This design comes from an exercise in tuning for small area and a short achievable clock period on the open sky130 flow, not from production work. Function was checked by simulation only, so behaviour that the tests miss may differ from the original.

job 103:
Design riscv_core, start of the top module:
module riscv_core
(
	input  wire        clk,
	input  wire        rst,
	output wire [31:0] ib_addr,
	input  wire [31:0] ib_data,
	output wire        ib_valid,
	input  wire        ib_ready,
	output wire [31:0] db_addr,
	output wire [ 3:0] db_lanes,
	input  wire [31:0] db_din,
	output wire [31:0] db_dout,
	output wire        db_wr,
	output wire        db_valid,
	input  wire        db_ready
);
reg  [31:1] pc;    
reg  [31:0] fi0, fi1;
reg  [31:1] fa0, fa1;
reg         rp, wp;
reg  [ 1:0] cnt;
reg         skip;
wire        jmp;
wire [31:1] jmp_addr;
wire        hazard;
wire        ready = !hazard;
wire        f_full  = cnt[1];
wire        f_valid = cnt != 2'b00;
wire [31:0] f_instr = rp ? fi1 : fi0;
wire [31:1] f_addr  = rp ? fa1 : fa0;
assign ib_addr  = {pc, 1'b0};
assign ib_valid = !f_full;
localparam NPB = 4;
reg  [31:1]    ps0, ps1;
reg  [NPB-1:0] pcc;
wire [NPB:0]   pn_c;
assign pn_c[0] = 1'b0;
wire [31:1] bp_jimm = {{12{ib_data[31]}}, ib_data[19:12], ib_data[20], ib_data[30:21]};
wire [31:1] bp_bimm = {{20{ib_data[31]}}, ib_data[7], ib_data[30:25], ib_data[11:8]};
wire        bp_jal  = ib_data[6:0] == 7'h6F;
wire        bp_br   = ib_data[6:0] == 7'h63 && ib_data[31];
wire        f_take  = ib_valid && ib_ready && !skip;
wire [31:1] pn_base = jmp ? jmp_addr : pc;
wire [31:1] pn_inc  = jmp ? 31'd0 : bp_jal ? bp_jimm : bp_br ? bp_bimm : 31'd2;
wire        pn_load = jmp || f_take;
wire [31:1] pn_s0, pn_s1;
wire [NPB-1:0] pn_g, pn_p;
genvar pb;
generate
	for (pb = 0; pb < NPB; pb = pb + 1)
	begin : pcb
		localparam LO = 1 + 8 * pb;
		localparam HI = (8 * pb + 8 < 31) ? 8 * pb + 8 : 31;
		localparam N  = HI - LO + 1;
		wire [N:0] s0 = {1'b0, pn_base[HI:LO]} + {1'b0, pn_inc[HI:LO]};
		wire [N:0] s1 = {1'b0, pn_base[HI:LO]} + {1'b0, pn_inc[HI:LO]} + {{N{1'b0}}, 1'b1};
		assign pn_s0[HI:LO] = s0[N-1:0];
		assign pn_s1[HI:LO] = s1[N-1:0];
		assign pn_g[pb] = s0[N];
		assign pn_p[pb] = s1[N];
		assign pn_c[pb+1] = pn_g[pb] | (pn_p[pb] & pn_c[pb]);
		always @*
			pc[HI:LO] = pcc[pb] ? ps1[HI:LO] : ps0[HI:LO];
	end
endgenerate
always @(posedge clk or posedge rst)
begin
	if (rst)
	begin
		ps0 <= 31'd0;
		ps1 <= 31'd0;
		pcc <= {NPB{1'b0}};
	end
	else if (pn_load)
	begin
		ps0 <= pn_s0;
		ps1 <= pn_s1;
		pcc <= pn_c[NPB-1:0];
	end
end
  ...
For scale: ~15000 cells after synthesis, about 1600 flip-flops, about 170 I/O pins, ~0.12 sq mm of cells after synthesis.
Settings: LEC_CHECK=0, ABC_AREA=1, CAP_MARGIN=20, CELL_PAD_IN_SITES_DETAIL_PLACEMENT=1, CELL_PAD_IN_SITES_GLOBAL_PLACEMENT=2, CORE_MARGIN=2, CORE_UTILIZATION=45, PLACE_DENSITY=0.6, SLEW_MARGIN=20; clock period 110.0 ns.
standard.sh (not shown) runs the stock make flow with config.mk's settings and CLKGATE_MAP_FILE= SYNTH_SCRIPT=/design/flow/synth_recipe.tcl, a recipe that flattens the netlist after the stock synthesis.
==> flow/flow/run.sh <==
#!/bin/bash
# Standard synthesis and layout (the standard.sh), with ORFS's repair_timing asked for
# extra setup margin and free to resize cells across footprints. The SDC is the design's.
set -euo pipefail
bash standard.sh SETUP_SLACK_MARGIN=85 MATCH_CELL_FOOTPRINT=0 finish > make.log 2>&1
Job 103 -> stages 100% | layout checks FAIL | max-capacitance violations, max-slew violations
The following lists how job 102 was set up differently from job 103:
--- a/flow/design.v
+++ b/flow/design.v
@@ -125,14 +125,15 @@
 		if (wp) fi1 <= ib_data;
 		else    fi0 <= ib_data;
 	end
 end
 reg         d_valid;
 reg  [ 4:0] d_rd, d_rs1, d_rs2;
-reg  [31:0] d_a, d_b;
-reg         d_wr, d_isjal, d_isbr, d_mem;
+reg  [31:0] d_a, d_b, d_sd;
+reg  [ 3:0] d_lanes;
+reg         d_wr, d_isjal, d_isbr, d_mem, d_st;
 reg  [31:1] d_jaddr, d_addr4;
 reg         c_add, c_sub, c_and, c_or, c_xor, c_srl;
 reg         c_lt, c_ge, c_eq, c_ne, c_sgn, c_mul;
 reg         c_div, c_rem, c_negq, c_negr;
 reg         e_valid;
 reg         w1_we;
@@ -287,16 +288,19 @@
 begin
 	d_rd    <= rd;
 	d_rs1   <= rs1;
 	d_rs2   <= rs2;
 	d_a     <= opa;
 	d_b     <= opb;
+	d_sd    <= sdrot;
+	d_lanes <= lanes;
 	d_wr    <= rd != 5'd0 && op != 7'h63 && op != 7'h23 && op != 7'h0F;
 	d_isjal <= op == 7'h6F;
 	d_isbr  <= op == 7'h63;
 	d_mem   <= is_lw || is_sb || is_sh || is_sw;
+	d_st    <= is_sb || is_sh || is_sw;
 	d_jaddr <= f_addr + (op == 7'h63 ? b_imm : j_imm);
 	d_addr4 <= f_addr + 31'd2;
 	c_add <= alu_op == 5'h00 || o_lui || o_auipc || o_jal || o_mulh || o_saddr;
 	c_sub <= alu_op == 5'h01;
 	c_and <= alu_op == 5'h02;
 	c_or  <= alu_op == 5'h03;
@@ -393,29 +397,29 @@
 	w2_we   <= w1_we;    
 end
 reg         bus_valid;
 reg  [31:0] bus_addr, bus_dout;
 reg  [ 3:0] bus_lanes;
 reg         bus_wr;
-wire        bus_vn = bus_valid ? !db_ready : (d_valid && d_mem);
 always @(posedge clk or posedge rst)
 begin
 	if (rst)
 		bus_valid <= 1'b0;
-	else
-		bus_valid <= bus_vn;
+	else if (!bus_valid)
+		bus_valid <= d_valid && d_mem;
+	else if (db_ready)
+		bus_valid <= 1'b0;
 end
 always @(posedge clk)
 begin
 	if (!bus_valid)
-		bus_addr  <= sum[31:0];
-	if (!bus_vn)
 	begin
-		bus_dout  <= sdrot;
-		bus_lanes <= lanes;
-		bus_wr    <= is_sb || is_sh || is_sw;
+		bus_addr  <= sum[31:0];
+		bus_dout  <= d_sd;
+		bus_lanes <= d_lanes;
+		bus_wr    <= d_st;
 	end
 end
 assign db_addr  = bus_addr;
 assign db_dout  = bus_dout;
 assign db_lanes = bus_lanes;
 assign db_wr    = bus_wr;
@@ -634,11 +638,9 @@
 	s2_rem <= s1_rem;
 	s2_negq <= s1_negq;
 	s2_negr <= s1_negr;
 end
 wire [31:0] quo  = {s2_q, qv[9:0]};
 wire [31:0] rmd  = r0;
-wire [31:0] dsel = s2_rem ? rmd : quo;
-wire        dneg = s2_rem ? s2_negr : s2_negq;
-wire [31:0] dres = dneg ? -dsel : dsel;
+wire [31:0] dres = s2_rem ? (s2_negr ? -rmd : rmd) : (s2_negq ? -quo : quo);
 assign w2_val = s2_div ? dres : res2;
 endmodule
Notes after the runs:
Job 102 finished every step from synthesis to the final layout, and the layout passed the timing, design-rule and antenna checks.
On number of buffers created by CTS: job 102 sits above job 103.
Job 102 vs. job 103: I/O pin total now sits at about the same level; fmax ~0 delta.
Number of antenna violations at the first check in global routing: job 102 vs job 103 down 23
Between job 103 and job 102, adder-cell share of the synthesized area is higher for job 103, job 102 comes in under that.
Effective utilization at floorplan of job 102 is on par with job 103.
Job 103 → job 102: flip-flop and latch count now sits higher; die outline height now sits higher.

## re-timing with driven ports
The flow's constraints put no driver on any port. The routed layouts listed below were extracted and timed again, unchanged, in two steps.
Step 1 assumes that a clkbuf_16 drives the clock port and a buf_2 every other input.
Step 2, shift: input delay + t, output delay - t, t = (earliest + latest rising clock arrival at the registers) / 2. This alone moves slack from input paths to output paths.
Slacks: ideal / step 1 / step 2; pairs: ideal / step 1.
run	t (ns)	setup WS [ns]	worst hold slack (ns)	worst setup path after step 2	worst data-port slew with drivers (ns)
job 103	0.995	85.152 / 85.036 / 84.369	0.271 / 0.271 / 0.271	input to register	0.08
job 102	0.984	85.110 / 84.996 / 84.233	0.299 / 0.299 / 0.299	input to register	0.04
The setup slack of job 102, which loses most, moves by -0.114 ns with the drivers and by -0.877 ns with both steps.
